From an optimization exercise on the open Yosys and OpenROAD flow, aimed at small area; shortcuts taken in it are not production practice. Function was checked by simulation only, so behaviour that the tests miss may differ from the original. No activity file was given, so power comes from the tool's default toggle rates.

**flow/config.mk**
```make
export PLATFORM = sky130hd
export DESIGN_NAME = UNIT_FINAL
export DESIGN_NICKNAME = UNIT_FINAL
export VERILOG_FILES = /design/flow/design.v
export SDC_FILE = /design/flow/constraint.sdc
export NUM_CORES = 4
export LEC_CHECK = 0
export CAP_MARGIN = 20
export CORE_MARGIN = 2
export CORE_UTILIZATION = 40
export SLEW_MARGIN = 20
```
**flow/constraint.sdc**
```tcl
create_clock -name core_clock -period 25.0 [get_ports {clk}]
set_input_delay 5.0000 -clock core_clock [delete_from_list [all_inputs] [get_ports {clk}]]
set_output_delay 5.0000 -clock core_clock [all_outputs]
set_load 0.01 [all_outputs]
```
**flow/design.v**
```verilog
module ad (
    input  clk,
    input  rst_n,
    input  ad_in,
    output adclk,
    output cs_n,
    output LED1,
    output LED2,
    output LED3,
    output LED4
);
    reg [5:0] l;    
    reg [7:0] h;    
    reg [3:0] w;    
    wire l_end = (l == 6'd39);
    wire t_ok  = w[3] & w[0];
    always @(posedge clk or negedge rst_n)
        if (!rst_n) begin
            l <= 6'd23;
            h <= 8'd97;
            w <= 4'd0;
        end else begin
            l <= l_end ? 6'd0 : l + 6'd1;
            if (l_end)
                h <= (h == 8'd199) ? 8'd0 : h + 8'd1;
            if (!t_ok && h == 8'd135 && l == 6'd37)
                w <= w + 4'd1;
        end
    wire l_lo = (l < 6'd20);
    assign cs_n  = ~((h < 8'd17) || (h == 8'd17 && l_lo));
    assign adclk = ~((h != 8'd0) && (h <= 8'd16) && l_lo);
    wire       samp = (l == 6'd19) && (h < 8'd16);
    wire [3:0] p    = h[3:0];
    wire       b    = ad_in;
    wire       first = (p == 4'd0);
    wire [15:0] K1 = 16'h0860, K2 = 16'h08B0, K3 = 16'h0C0C;
    wire [2:0] c = {K3[4'd15 - p], K2[4'd15 - p], K1[4'd15 - p]};
    reg  [2:0] gt, eq;
    reg        nz;
    wire [2:0] eq_i = eq | {3{first}};
    wire [2:0] gt_i = gt & ~{3{first}};
    always @(posedge clk)
        if (samp) begin
            eq <= eq_i & ~({3{b}} ^ c);
            gt <= gt_i | (eq_i & {3{b}} & ~c);
            nz <= (nz & ~first) | b;
        end
    wire win = (h > 8'd17) || (h == 8'd17 && l >= 6'd21);
    reg [4:1] led;
    always @(posedge clk or negedge rst_n)
        if (!rst_n)
            led <= 4'b1111;
        else if (!t_ok)
            led <= 4'b1111;
        else if (win) begin
            if (!nz)
                led <= 4'b1111;            
            else if (!gt[0])
                led[4] <= 1'b0;            
            else if (!gt[1])
                led <= 4'b1011;            
            else if (!gt[2])
                led <= 4'b1101;            
            else
                led <= 4'b1110;            
        end
    assign LED1 = led[1];
    assign LED2 = led[2];
    assign LED3 = led[3];
    assign LED4 = led[4];
endmodule
module DoublePulse (
    input      clk,
    input      rst_n,
    input      TEM,
    output reg K
);
    reg       s0, s1;
    reg [6:0] cnt;
    reg [1:0] c;
    localparam [6:0] C_99 = 7'd75;
    wire tick = (cnt == C_99);
    always @(posedge clk or negedge rst_n)
        if (!rst_n) begin
            s0  <= 1'b0;
            s1  <= 1'b0;
            cnt <= 7'd0;
            c   <= 2'd0;
            K   <= 1'b0;
        end else begin
            s0 <= TEM;
            s1 <= s0;
            if (s0 != s1 || tick)
                cnt <= 7'd0;
            else
                cnt <= {cnt[5:0], ~(cnt[6] ^ cnt[5])};
            if (c == 2'd3) begin
                c <= 2'd0;
                K <= ~K;
            end else if (s1 != K)
                c <= 2'd0;
            else if (tick)
                c <= c + 2'd1;
        end
endmodule
module err_high_detect (
    input  clk,
    input  rst_n,
    input  err,
    output led
);
    reg       e;     
    reg [2:0] st;
    wire chg  = err ^ e;
    wire full = st[2] & ~st[1];
    always @(posedge clk or negedge rst_n)
        if (!rst_n) begin
            e  <= 1'b1;
            st <= 3'b000;
        end else begin
            e     <= err;
            st[2] <= ~chg & (st[2] | st[1]);
            st[1] <= ~chg & st[0];
            st[0] <= ~chg & ~st[2];
        end
    assign led = ~full | e;
endmodule
module uart_rx (
    input            sys_clk,
    input            sys_rst_n,
    input            rx,
    output reg [7:0] po_data,
    output reg       po_flag
);
    localparam IDLE = 4'd15;
    localparam [12:0] MASK = 13'b1010101010101;
    localparam [12:0] Q_2083 = 13'd1989, Q_4165 = 13'd6425;
    reg        rx_reg1, rx_reg2, rx_reg3;
    reg        start_nedge;
    reg [12:0] baud_reg;
    reg [3:0]  bit_cnt;
    reg [7:0]  rx_data;
    reg        rx_flag;
    wire [12:0] q        = baud_reg ^ MASK;
    wire        work_en  = (bit_cnt != IDLE);
    wire        bit_flag = work_en && (q == Q_2083);
    wire        load     = !work_en || (q == Q_4165);
    wire [12:0] q_next   = load ? 13'd0 : {q[11:0], ~(q[12] ^ q[11])};
    always @(posedge sys_clk)
        baud_reg <= q_next ^ MASK;
    always @(posedge sys_clk or negedge sys_rst_n)
        if (!sys_rst_n) begin
            rx_reg1     <= 1'b1;
            rx_reg2     <= 1'b1;
            rx_reg3     <= 1'b1;
            start_nedge <= 1'b0;
            bit_cnt     <= IDLE;
            rx_flag     <= 1'b0;
            po_flag     <= 1'b0;
        end else begin
            rx_reg1     <= rx;
            rx_reg2     <= rx_reg1;
            rx_reg3     <= rx_reg2;
            start_nedge <= ~rx_reg2 & rx_reg3;
            if (bit_flag && bit_cnt == 4'd8)
                bit_cnt <= start_nedge ? 4'd0 : IDLE;
            else if (bit_flag)
                bit_cnt <= bit_cnt + 4'd1;
            else if (start_nedge && !work_en)
                bit_cnt <= 4'd0;
            rx_flag <= bit_flag && bit_cnt == 4'd8;
            po_flag <= rx_flag;
        end
    always @(posedge sys_clk)
        if (bit_flag && bit_cnt != 4'd0)
            rx_data <= {rx_reg3, rx_data[7:1]};
    always @(posedge sys_clk)
        if (rx_flag)
            po_data <= rx_data;
endmodule
module uart_tx (
    input        sys_clk,
    input        sys_rst_n,
    input  [7:0] pi_data,
    input        pi_flag,
    output reg   tx
);
    localparam IDLE = 4'd15;
    localparam [12:0] MASK = 13'b1010101010101;
    localparam [12:0] Q_2 = 13'd3, Q_4165 = 13'd6425;
    reg [12:0] baud_reg;
    reg [3:0]  bit_cnt;
    wire [12:0] q        = baud_reg ^ MASK;
    wire        work_en  = (bit_cnt != IDLE);
    wire        bit_flag = work_en && (q == Q_2);
    wire        load     = !work_en || (q == Q_4165);
    wire [12:0] q_next   = load ? 13'd0 : {q[11:0], ~(q[12] ^ q[11])};
    always @(posedge sys_clk)
        baud_reg <= q_next ^ MASK;
    always @(posedge sys_clk or negedge sys_rst_n)
        if (!sys_rst_n) begin
            bit_cnt <= IDLE;
            tx      <= 1'b1;
        end else begin
            if (bit_flag && bit_cnt == 4'd9)
                bit_cnt <= pi_flag ? 4'd0 : IDLE;
            else if (pi_flag && !work_en)
                bit_cnt <= 4'd0;
            else if (bit_flag)
                bit_cnt <= bit_cnt + 4'd1;
            if (bit_flag)
                case (bit_cnt)
                    4'd0:    tx <= 1'b0;
                    4'd9:    tx <= 1'b1;
                    default: tx <= pi_data[bit_cnt[2:0] - 3'd1];
                endcase
        end
endmodule
module rs232 (
    input  sys_clk,
    input  sys_rst_n,
    input  rx,
    output tx
);
    wire [7:0] po_data;
    wire       po_flag;
    uart_rx uart_rx_inst (
        .sys_clk   (sys_clk),
        .sys_rst_n (sys_rst_n),
        .rx        (rx),
        .po_data   (po_data),
        .po_flag   (po_flag)
    );
    uart_tx uart_tx_inst (
        .sys_clk   (sys_clk),
        .sys_rst_n (sys_rst_n),
        .pi_data   (po_data),
        .pi_flag   (po_flag),
        .tx        (tx)
    );
endmodule
module UNIT_FINAL(
    input        clk,
    input        sys_rst_n,
    input        ad_in,
    output       adclk,
    input        TEM,
    input        rx,
    input  [3:0] ERR,
    output       tx,
    output       cs_n,
    output       K_1,
    output       K_2,
    output       K_3,
    output       K_4,
    output       LED1,
    output       LED2,
    output       LED3,
    output       LED4,
    output       LED5,
    output       LED7,
    output       LED8,
    output       LED9,
    output       LED10
);
    ad ad (
        .clk   (clk),
        .rst_n (sys_rst_n),
        .ad_in (ad_in),
        .adclk (adclk),
        .cs_n  (cs_n),
        .LED1  (LED1),
        .LED2  (LED2),
        .LED3  (LED3),
        .LED4  (LED4)
    );
    assign LED5 = 1'b1;
    wire k;
    DoublePulse DoublePulse1 (
        .clk   (clk),
        .rst_n (sys_rst_n),
        .TEM   (TEM),
        .K     (k)
    );
    assign K_1 = k;
    assign K_2 = k;
    assign K_3 = k;
    assign K_4 = k;
    err_high_detect err1 (.clk(clk), .rst_n(sys_rst_n), .err(ERR[0]), .led(LED10));
    err_high_detect err2 (.clk(clk), .rst_n(sys_rst_n), .err(ERR[1]), .led(LED9));
    err_high_detect err3 (.clk(clk), .rst_n(sys_rst_n), .err(ERR[2]), .led(LED8));
    err_high_detect err4 (.clk(clk), .rst_n(sys_rst_n), .err(ERR[3]), .led(LED7));
    rs232 rs232 (
        .sys_clk   (clk),
        .sys_rst_n (sys_rst_n),
        .rx        (rx),
        .tx        (tx)
    );
endmodule
```
**flow/flow/run.sh**
```bash
#!/bin/bash
# The standard layout, with the clock tree built without dummy loads and
# with larger sink clusters. Each tool's output goes to a log in this folder.
set -euo pipefail
export CTS_ARGS="-sink_clustering_enable -repair_clock_nets -dont_use_dummy_load -buf_list sky130_fd_sc_hd__clkbuf_8 -sink_clustering_size 50 -sink_clustering_max_diameter 150"
bash standard.sh > make_flow.log 2>&1
```
**flow/standard.sh**
```bash
#!/bin/bash
# synth_recipe.tcl (not shown) runs the flow's synth.tcl, then flattens the netlist and writes it again
# the make line also repeats each setting of config.mk as NAME=value (left out here)
make -C /OpenROAD-flow-scripts/flow DESIGN_CONFIG=/design/flow/config.mk WORK_HOME=/design/flow/orfs CLKGATE_MAP_FILE= SYNTH_SCRIPT=/design/flow/synth_recipe.tcl "${@:-finish}"
```
==> flow_metrics.env, run 1 <==
export IMPL_cap_violations=0
export IMPL_syn_inst=448
export IMPL_grt_pass1_wl_um=14000
export IMPL_synth_edff_count=23
export IMPL_synth_area_leaders="dfrtp_1, dfstp_2, edfxtp_1"
export IMPL_p_per_area_nw_per_um2=58.4
export IMPL_start_kind="register"
export IMPL_worstPathRequired_ns=20.00
export IMPL_period_share_pct=29.2
export IMPL_grt_pass1_vias=3129
export IMPL_netlist_area_um2=4950
export IMPL_pin_count=25
export IMPL_end_kind="primary output"
export IMPL_overflow=0
export IMPL_timing_rr_end="rs232.uart_tx_inst.tx"
export IMPL_area_growth_syn_to_layout_pct=11.8
export IMPL_reg2reg_slack_ns=22.77
export IMPL_power_internal_w=0.000257
export IMPL_finalNetCount=495
export IMPL_cts_buffers=17
export IMPL_synth_most_common_cell="nor2_1"
export IMPL_finClkSkew_ns=0.0231
export IMPL_yosys_top_cells_count="nor2_1, nand2_1, dfrtp_1"
export IMPL_switching_power_w=0.0000659
export IMPL_io_buffers=23
export IMPL_routed_wirelength_um=8000
export IMPL_fillers=1144
export IMPL_postCtsSetupRepairBufs=0
export IMPL_wl_per_cell_um=12.5
export IMPL_synth_seq_area_share_pct=58.1
export IMPL_ys_warn_count=5
export IMPL_drc=0
export IMPL_via_per_inst=4.99
export IMPL_via_count=3182
export IMPL_power_frac_comb_pct=3.1
export IMPL_cts_repair_resized=0
export IMPL_cts_tree="yes"
export IMPL_p_clk_share_pct=36.3
export IMPL_initial_core_util_pct=41.0
export IMPL_hp_start="rs232.uart_rx_inst.rx_reg1"
export IMPL_postRouteAntennaNets=0
export IMPL_hold_path_class="reg2reg"
export IMPL_placementRows=40
export IMPL_synth_area_leader_cell="dfrtp_1"
export IMPL_antenna_found_initial=0
export IMPL_cp_data_arrival_time_ns=2.31
export IMPL_clkLatencyLatePin_ns=0.42
export IMPL_drt_iter0_markers=254
export IMPL_n_antenna_cell=0
export IMPL_critPathMaxFanout=7
export IMPL_final_hold_viol_count=0
export IMPL_hold_slack_ns=0.354
export IMPL_gp_congestion=0.765
export IMPL_drive_above_1_share_pct=13.0
export IMPL_r2r_start="rs232.uart_tx_inst.bit_cnt[0]"
export IMPL_cts_root_buffer="clkbuf_8"
export IMPL_min_delay_path_depth=0
export IMPL_grt_max_degree=66
export IMPL_leakage_nw=2.29
export IMPL_dr_pass1_iters=4
export IMPL_die_h_um=115
export IMPL_worst_slew_pin_slew_ns=0.843
export IMPL_status="no timing/DRC/antenna violations"
export IMPL_hold_end="rs232.uart_rx_inst.rx_reg2"
export IMPL_cts_sinks=114
export IMPL_relSlewSlack_pct=43.8
export IMPL_period_needed_ns=7.31
export IMPL_synth_seq_cells=114
export IMPL_cts_max_path_buffers=2
export IMPL_cts_htree_levels=4
export IMPL_reg2reg_depth=7
export IMPL_yosysUniqueCellTypes=62
export IMPL_async_reset_ff_share_pct=57.0
export IMPL_core_um2=12100
export IMPL_ys_flop_type="dfrtp_1"
export IMPL_die_area_um2=13300
export IMPL_syn_num_nets=471
export IMPL_switching_share_pct=20.4
export IMPL_seqPwrFrac_pct=60.6
export IMPL_grt_total_usage_pct=13.6
export IMPL_syn_area_per_cell_um2=11.0
export IMPL_synthDominantCellAreaShare_pct=19.2
export IMPL_fin_tns_setup_ns=0
export IMPL_setup_viol=0
export IMPL_max_freq_ghz=0.137
export IMPL_ir_worst_vdd_mv=0.0283
export IMPL_rsz0062_at_grt="no"
export IMPL_ctsHoldBuffers=0
export IMPL_clkTransAtPathRegs_ns=0.06
export IMPL_die_w_um=115
export IMPL_place_hpwl_um=5520
export IMPL_finalMaxSlewViolations=0
export IMPL_worstSetupPathType="reg2out"
-- layer usage --
layer  vias up  wire [um]  global-route usage (%)
met1      1543       4020                    17.6
li1       1589          -                       -
met2        41       3590                    20.4
met5         -          0                       0
met3         9        271                    4.90
met4         0        114                    6.27
-- worst max-delay path by stage --
stage                       start     to
final                     ad.h[0]  adclk
after global routing      ad.h[0]  adclk
after CTS                 ad.h[0]  adclk
after detailed placement  ad.h[0]  adclk
after global placement    ad.h[0]  adclk
after floorplan           ad.h[0]  adclk
-- layout by cell type, fill, tap and decap left out, types with 4 or more instances in the layout --
| cell type | synthesis | layout |
|---|---|---|
| nor2_1 | 56 | 56 |
| nand2_1 | 44 | 44 |
| dfrtp_1 | 38 | 38 |
| dfstp_2 | 27 | 27 |
| dfxtp_1 | 26 | 26 |
| edfxtp_1 | 23 | 23 |
| clkdlybuf4s50_1 | 0 | 22 |
| inv_1 | 19 | 19 |
| a21oi_1 | 17 | 17 |
| clkbuf_8 | 0 | 17 |
| o21ai_0 | 15 | 15 |
| nand3_1 | 14 | 14 |
| ha_1 | 14 | 14 |
| xnor2_1 | 12 | 12 |
| xor2_1 | 11 | 11 |
| and2_1 | 9 | 9 |
| nor3_1 | 9 | 9 |
| nor2b_1 | 8 | 8 |
| and3_1 | 8 | 8 |
| o31ai_1 | 7 | 7 |
| nand4_1 | 5 | 5 |
| nand2b_1 | 5 | 5 |
| mux2i_1 | 5 | 5 |
| nor3b_1 | 4 | 4 |
-- logic make-up after synthesis --
logic type / Yosys count / synth area share [%]
AO/OA/AOI/OAI: 66 / 8.85
buffers and inverters: 38 / 3.44
AND/OR/NAND/NOR: 183 / 19.4
multiplexers: 9 / 2.61
XOR/XNOR: 23 / 4.07
flip-flops: 114 / 58.1
adder cells (fa/ha/maj): 14 / 3.54
other: 1 / 0.0758
-- metrics by stage --
| stage | total power (W) | setup slack, ns | utilization, % | cell area [um2] | cells |
|---|---|---|---|---|---|
| final | 0.000323 | 17.69 | 45.8 | 5530 | 638 |
| after global placement | 0.000209 | 18.14 | 43.9 | 5290 | 621 |
| after detailed placement | 0.000209 | 18.12 | 43.9 | 5290 | 621 |
| after floorplan | 0.000204 | 18.71 | - | 4950 | 448 |
| after global routing | 0.000339 | 17.55 | 45.8 | 5530 | 638 |
| after CTS | 0.000330 | 17.65 | 45.8 | 5520 | 638 |
-- power by group through the flow --
stage	logic (W)	registers, W	clock network (W)
after floorplan	0.00000522	0.000198	0
after global placement	0.0000101	0.000199	0
after detailed placement	0.0000104	0.000199	0
final	0.0000101	0.000196	0.000117
after global routing	0.0000117	0.000196	0.000131
after CTS	0.0000104	0.000196	0.000124
-- critical path, cell delays in order (launching register included) --
cell	delay [ns]
dfstp_2	0.57
inv_1	0.07
ha_1	0.26
nand2_1	0.24
xor2_1	0.17
nand3_1	0.10
clkdlybuf4s50_1	0.50
-- final cells by class --
class	instances	area, um2	share of cell area (%)
inverter	19	71.3	1.29
multi-input combinational	296	1910	34.5
tap	168	210	3.80
timing repair buffer	24	233	4.21
clock buffer	17	234	4.23
sequential	114	2870	51.9
==> inputs of run 2 (changes only) <==
==> flow/flow/run.sh (replaced) <==
#!/bin/bash
# The standard layout, with the clock tree built without dummy loads and
# with larger sink clusters. Each tool's output goes to a log in this folder.
set -euo pipefail
export CTS_ARGS="-sink_clustering_enable -repair_clock_nets -dont_use_dummy_load -buf_list sky130_fd_sc_hd__clkbuf_4 -sink_clustering_size 30 -sink_clustering_max_diameter 100"
bash standard.sh > make_flow.log 2>&1
==> run 2 against run 1 <==
  * Die area unchanged
  * Sequential share of layout area up 0.99 points
  * Final cell count increased by 0.16%
  * Sequential power barely moved
  * Largest power group unchanged
  * Highest routed layer unchanged
==> flow_metrics.env, run 2 <==
export IMPL_grt_max_degree=66
export IMPL_synth_most_common_cell="nor2_1"
export IMPL_initial_core_util_pct=41.0
export IMPL_ys_flop_type="dfrtp_1"
export IMPL_design_area_um2=5430
export IMPL_layout_cells_non_filler=639
export IMPL_ys_warn_count=5
export IMPL_die_w_um=115
export IMPL_netlist_area_um2=4950
export IMPL_worst_slew_pin_slew_ns=0.837
export IMPL_core_um2=12100
export IMPL_drt_iter0_markers=221
export IMPL_cap_violations=0
export IMPL_clkTransAtPathRegs_ns=0.08
export IMPL_syn_area_per_cell_um2=11.0
export IMPL_critPathMaxFanout=7
export IMPL_rsz0062_at_grt="no"
export IMPL_leakage_nw=2.24
export IMPL_setup_viol=0
export IMPL_yosys_top_cells_count="nor2_1, nand2_1, dfrtp_1"
export IMPL_final_cell_mix="nor2_1, nand2_1, dfrtp_1, dfstp_2, dfxtp_1"
export IMPL_postCtsSetupRepairBufs=0
export IMPL_grt_pass1_vias=3108
export IMPL_syn_inst=448
export IMPL_finClkSkew_ns=0.0346
export IMPL_seq_area_um2=2870
export IMPL_postRouteAntennaNets=0
export IMPL_place_area_um2=5290
export IMPL_fin_tns_setup_ns=0
export IMPL_pin_count=25
export IMPL_synth_seq_cells=114
export IMPL_cts_max_path_buffers=2
export IMPL_place_hpwl_um=5520
export IMPL_ir_worst_vdd_mv=0.0268
export IMPL_via_count=3181
export IMPL_cts_htree_levels=4
export IMPL_yosysUniqueCellTypes=62
export IMPL_overflow=0
export IMPL_relSlewSlack_pct=44.2
export IMPL_worstPathRequired_ns=20.00
export IMPL_syn_num_nets=471
export IMPL_die_area_um2=13300
export IMPL_finalMaxSlewViolations=0
export IMPL_cts_buffers=17
export IMPL_grt_pass1_wl_um=14000
export IMPL_gp_congestion=0.765
export IMPL_placementRows=40
export IMPL_path_cells="inv_1 -> ha_1 -> nand2_1 -> xor2_1 -> nand3_1 -> clkdlybuf4s50_1"
export IMPL_end_kind="primary output"
export IMPL_synth_area_leader_cell="dfrtp_1"
export IMPL_cts_sinks=114
export IMPL_multi_input_area_um2=1910
export IMPL_worstSetupPathType="reg2out"
export IMPL_area_growth_syn_to_layout_pct=9.69
export IMPL_synthDominantCellAreaShare_pct=19.2
export IMPL_async_reset_ff_share_pct=57.0
export IMPL_max_freq_ghz=0.135
export IMPL_via_per_inst=4.98
export IMPL_synth_area_leaders="dfrtp_1, dfstp_2, edfxtp_1"
export IMPL_period_needed_ns=7.39
export IMPL_power_w=0.000290
export IMPL_period_share_pct=29.6
export IMPL_clkLatencyLatePin_ns=0.50
export IMPL_p_per_area_nw_per_um2=53.5
export IMPL_cp_data_arrival_time_ns=2.39
export IMPL_critPathTopFamily="flip-flops"
export IMPL_final_hold_viol_count=0
export IMPL_cts_root_buffer="clkbuf_4"
export IMPL_fillers=1160
export IMPL_ctsHoldBuffers=0
export IMPL_finalNetCount=495
export IMPL_cts_tree="yes"
export IMPL_drive_above_1_share_pct=13.0
export IMPL_cts_repair_resized=0
export IMPL_start_kind="register"
export IMPL_slowest_delay_ns=0.58
export IMPL_routed_wirelength_um=7980
export IMPL_synth_seq_area_share_pct=58.1
export IMPL_final_common_cell="nor2_1"
export IMPL_drc=0
export IMPL_grt_total_usage_pct=13.6
export IMPL_hold_path_class="reg2reg"
export IMPL_postLayoutCoreUtil_pct=45.0
export IMPL_cp_buffers_inverters=2
export IMPL_io_buffers=23
export IMPL_die_h_um=115
export IMPL_synth_edff_count=23
export IMPL_slowest_stage="dfstp_2"
export IMPL_status="no timing/DRC/antenna violations"
export IMPL_dr_pass1_iters=4
export IMPL_dp_cells=621
export IMPL_antenna_found_initial=1
export IMPL_wl_per_cell_um=12.5
run 2: worst paths after layout:
path / startpoint / end / slack (ns) / cells after the start
min in group asynchronous: sys_rst_n / DoublePulse1.cnt[2] / 4.68 / 2
worst max register to register: rs232.uart_tx_inst.bit_cnt[0] / rs232.uart_tx_inst.tx / 22.76 / 7
worst max-delay path: ad.h[0] / adclk / 17.61 / 6
worst min-delay path: rs232.uart_rx_inst.rx_reg1 / rs232.uart_rx_inst.rx_reg2 / 0.36 / 0
worst min register to register: rs232.uart_rx_inst.rx_reg1 / rs232.uart_rx_inst.rx_reg2 / 0.36 / 0
max in group asynchronous: sys_rst_n / ad.l[5] / 19.76 / 2
run 2: per-layer routing:
metal	vias to the layer above	GRT usage (%)	wire length, um
met5	-	0	0
met4	0	6.02	79
met3	4	5.38	288
met2	49	20.2	3580
met1	1533	17.7	4030
li1	1595	-	-
run 2: cell type report:
| type | instances | area share, % |
|---|---|---|
| antenna | 1 | 0.0461 |
| clock buffer | 17 | 2.35 |
| inverter | 19 | 1.31 |
| multi-input combinational | 296 | 35.2 |
| sequential | 114 | 52.9 |
| tap | 168 | 3.87 |
| timing repair buffer | 24 | 4.29 |
run 2: cell families after synthesis:
| group | share of synthesized area [%] |
|---|---|
| xor+xnor | 4.07 |
| simple gates | 19.4 |
| buf+inv | 3.44 |
| flops | 58.1 |
| compound gates | 8.85 |
| mux | 2.61 |
| fa+ha+maj | 3.54 |
| other cells | 0.0758 |
run 2: stage by stage:
stage,worst slack [ns],hold WS (ns)
after detailed placement,18.12,0.347
after CTS,17.54,0.359
after floorplan,18.71,0.345
after global placement,18.14,0.346
final,17.61,0.357
after global routing,17.43,0.365
run 2: worst register-to-register path: stages (launching register included):
cell     delay [ns]
dfstp_2        0.63
inv_1          0.13
ha_1           0.46
mux4_2         0.53
mux2i_1        0.15
nand2_1        0.07
o31ai_1        0.06
o21ai_0        0.11
run 2: where the power goes:
| group | internal, W | leakage (nW) | switching [W] |
|---|---|---|---|
| combinational | 0.00000434 | 0.959 | 0.00000570 |
| clock | 0.0000310 | 0.0782 | 0.0000538 |
| sequential | 0.000193 | 1.21 | 0.00000231 |
| total | 0.000228 | 2.24 | 0.0000618 |
==> inputs of run 3 (changes only) <==
==> flow/run.sh (new file) <==
#!/bin/bash
# synth_recipe.tcl (not shown) runs the flow's synth.tcl, then flattens the netlist and writes it again
# the make line also repeats each setting of config.mk as NAME=value (left out here)
make -C /OpenROAD-flow-scripts/flow DESIGN_CONFIG=/design/flow/config.mk WORK_HOME=/design/flow/orfs CLKGATE_MAP_FILE= SYNTH_SCRIPT=/design/flow/synth_recipe.tcl finish
--- a/flow/config.mk
+++ b/flow/config.mk
@@ -8,4 +8,7 @@
 export CAP_MARGIN = 20
 export CORE_MARGIN = 2
 export CORE_UTILIZATION = 40
+export CTS_BUF_LIST = sky130_fd_sc_hd__clkbuf_4
+export CTS_CLUSTER_DIAMETER = 100
+export CTS_CLUSTER_SIZE = 50
 export SLEW_MARGIN = 20
removed: flow/flow/run.sh
removed: flow/standard.sh
==> run 3 against run 2 <==
  * Clock skew decreased by 0.015 ns
  * Maximum frequency decreased by 0.27%
  * Worst setup slack got worse by 0.020 ns
  * Critical path type unchanged
  * Non-clock buffer count unchanged
  * Still clean
==> flow_metrics.env, run 3 <==
export IMPL_postRouteAntennaNets=0
export IMPL_synth_fa_ha_area_share_pct=3.54
export IMPL_finalMaxSlewViolations=0
export IMPL_via_count=3205
export IMPL_place_area_um2=5290
export IMPL_pin_count=25
export IMPL_netlist_area_um2=4950
export IMPL_finalNetCount=495
export IMPL_grt_util_met2_pct=20.4
export IMPL_die_area_um2=13300
export IMPL_ys_warn_count=5
export IMPL_yosys_top_cells_count="nor2_1, nand2_1, dfrtp_1"
export IMPL_synthDominantCellAreaShare_pct=19.2
export IMPL_final_cell_mix="nor2_1, nand2_1, dfrtp_1, dfstp_2, dfxtp_1"
export IMPL_synth_area_mux_share_pct=2.61
export IMPL_start_kind="register"
export IMPL_area_growth_syn_to_layout_pct=11.4
export IMPL_clkTransAtPathRegs_ns=0.09
export IMPL_synth_most_common_cell="nor2_1"
export IMPL_via_per_inst=4.90
export IMPL_fin_tns_setup_ns=0
export IMPL_cts_buffers=17
export IMPL_cts_sinks=114
export IMPL_syn_area_per_cell_um2=11.0
export IMPL_synth_area_leader_cell="dfrtp_1"
export IMPL_syn_inst=448
export IMPL_worstSetupPathType="reg2out"
export IMPL_grt_total_usage_pct=13.6
export IMPL_use_met3_pct=4.90
export IMPL_cap_violations=0
export IMPL_period_needed_ns=7.41
export IMPL_relSlewSlack_pct=44.2
export IMPL_core_um2=12100
export IMPL_cts_root_buffer="clkbuf_4"
export IMPL_die_w_um=115
export IMPL_hp_start="rs232.uart_rx_inst.rx_reg1"
export IMPL_end_kind="primary output"
export IMPL_setup_viol=0
export IMPL_ctsHoldBuffers=0
export IMPL_rsz0062_at_grt="no"
export IMPL_syn_num_nets=471
export IMPL_antenna_found_initial=1
export IMPL_reg2reg_slack_ns=22.78
export IMPL_cts_htree_levels=4
export IMPL_synth_area_leaders="dfrtp_1, dfstp_2, edfxtp_1"
export IMPL_critPathMaxFanout=7
export IMPL_hold_slack_ns=0.359
export IMPL_place_hpwl_um=5520
export IMPL_synth_top_family_by_area="simple AND/OR/NAND/NOR gates"
export IMPL_drive_above_1_share_pct=15.3
export IMPL_max_freq_ghz=0.135
export IMPL_gp_congestion=0.765
export IMPL_wl_per_cell_um=12.2
export IMPL_synth_seq_cells=114
export IMPL_grt_busiest_layer="met2"
export IMPL_final_common_cell="nor2_1"
export IMPL_design_area_um2=5510
export IMPL_worstSetupStartpoint="ad.h[0]"
export IMPL_final_hold_viol_count=0
export IMPL_drc=0
export IMPL_finClkSkew_ns=0.0198
export IMPL_seq_area_um2=2870
export IMPL_grt_pass1_vias=3137
export IMPL_synth_simple_gate_area_share_pct=19.4
export IMPL_clkLatencyLatePin_ns=0.52
export IMPL_p_per_area_nw_per_um2=56.4
export IMPL_worstPathRequired_ns=20.00
export IMPL_synthXorXnorAreaFrac_pct=4.07
export IMPL_routed_wirelength_um=8010
export IMPL_hold_path_class="reg2reg"
export IMPL_overflow=0
export IMPL_cts_max_path_buffers=2
export IMPL_use_met1_pct=17.7
export IMPL_multi_input_area_um2=1910
export IMPL_fillers=1159
export IMPL_initial_core_util_pct=41.0
export IMPL_placementRows=40
export IMPL_grt_max_degree=66
export IMPL_drt_iter0_markers=241
export IMPL_postCtsSetupRepairBufs=0
export IMPL_synth_compound_area_share_pct=8.85
export IMPL_leakage_nw=2.29
export IMPL_grt_pass1_wl_um=14100
export IMPL_synth_edff_count=23
export IMPL_worst_slew_pin_slew_ns=0.837
export IMPL_die_h_um=115
export IMPL_cp_data_arrival_time_ns=2.41
export IMPL_ir_worst_vdd_mv=0.0327
export IMPL_yosysUniqueCellTypes=62
export IMPL_cts_tree="yes"
export IMPL_ys_flop_type="dfrtp_1"
export IMPL_dr_pass1_iters=4
export IMPL_postLayoutCoreUtil_pct=45.7
export IMPL_io_buffers=23
export IMPL_cts_repair_resized=0
export IMPL_synth_seq_area_share_pct=58.1
export IMPL_status="no timing/DRC/antenna violations"
export IMPL_r2r_start="rs232.uart_tx_inst.bit_cnt[0]"
export IMPL_async_reset_ff_share_pct=57.0
export IMPL_period_share_pct=29.6
run 3: changes by cell type in the layout (fill, tap and decap cells not counted), sizes merged:
| cell | change |
|---|---|
| inv | +1 |
| clkbuf | +2 |
| clkinv | +9 |
| clkinvlp | +3 |
run 3: final timing paths:
path | endpoint | depth (start not counted)
max in group asynchronous | ad.h[4] | 2
worst max-delay path | adclk | 6
worst max register to register | rs232.uart_tx_inst.tx | 7
min in group asynchronous | DoublePulse1.cnt[2] | 2
worst min register to register | rs232.uart_rx_inst.rx_reg2 | 0
worst min-delay path | rs232.uart_rx_inst.rx_reg2 | 0
run 3: where the power goes:
group / leakage, nW / switching (W) / total, W / internal (W)
logic: 0.959 / 0.00000571 / 0.0000101 / 0.00000434
registers: 1.21 / 0.00000231 / 0.000195 / 0.000193
clock network: 0.123 / 0.0000663 / 0.000106 / 0.0000393
total: 2.29 / 0.0000743 / 0.000311 / 0.000237
run 3: layer usage:
layer  wire length [um]  vias to the layer above
li1                   -                     1609
met1               4030                     1541
met2               3580                       46
met3                287                        9
met4                107                        0
met5                  0                        -
run 3: worst max-delay path, cell delays in order (launching register included):
cell,delay (ns)
dfstp_2,0.58
inv_1,0.07
ha_1,0.26
nand2_1,0.23
xor2_1,0.17
nand3_1,0.09
clkdlybuf4s50_1,0.50
run 3: cells by family (layout without fill, tap and decap cells):
logic type / Yosys count / count (layout)
muxes: 9 / 9
adders and majority gates: 14 / 14
buffers and inverters: 38 / 75
DFF: 114 / 114
xor gates and xnor gates: 23 / 23
and+or+nand+nor: 183 / 183
AOI/OAI and AO/OA: 66 / 66
other: 1 / 2
run 3: layout make-up:
cell class | instances | area share, %
flip-flops and latches | 114 | 52.1
repair buffers | 24 | 4.22
clock inverters | 13 | 1.29
inverters | 19 | 1.29
clock buffers | 19 | 2.59
diodes | 1 | 0.0454
well taps | 168 | 3.81
multi-input cells | 296 | 34.6
run 3: per-stage QoR:
stage,power [W],std cells,worst slack (ns)
after detailed placement,0.000209,621,18.12
after global routing,0.000327,654,17.42
final,0.000311,654,17.59
after floorplan,0.000204,448,18.71
after CTS,0.000317,653,17.52
after global placement,0.000209,621,18.14

separate check: timing with driven ports:
The flow's constraints put no driver on any port. The routed layouts listed below were extracted and timed again, unchanged, in two steps. Step 1 (the two cells are an assumption about what drives the block):
set clk [get_ports {clk}]
set_driving_cell -lib_cell sky130_fd_sc_hd__clkbuf_16 $clk
set_driving_cell -lib_cell sky130_fd_sc_hd__buf_2 [delete_from_list [all_inputs] $clk]
Step 2 times the ports against the registers' clock, not the clock port: input delays grow and output delays shrink by t, the midpoint of the rising clock arrivals with the driver on. Slacks: ideal / step 1 / step 2; pairs: ideal / step 1.
run	shift t [ns]	setup WS [ns]	worst setup path at the end	latest minus earliest clock arrival (ns)	worst slew at a driven data input, ns
run 1	0.438	17.692 / 17.662 / 18.099	register to output	0.023 / 0.023	0.03
run 2	0.514	17.608 / 17.578 / 18.092	register to output	0.036 / 0.036	0.03
run 3	0.538	17.588 / 17.558 / 18.097	register to output	0.023 / 0.023	0.03
After both steps setup and hold are still met in every run listed.
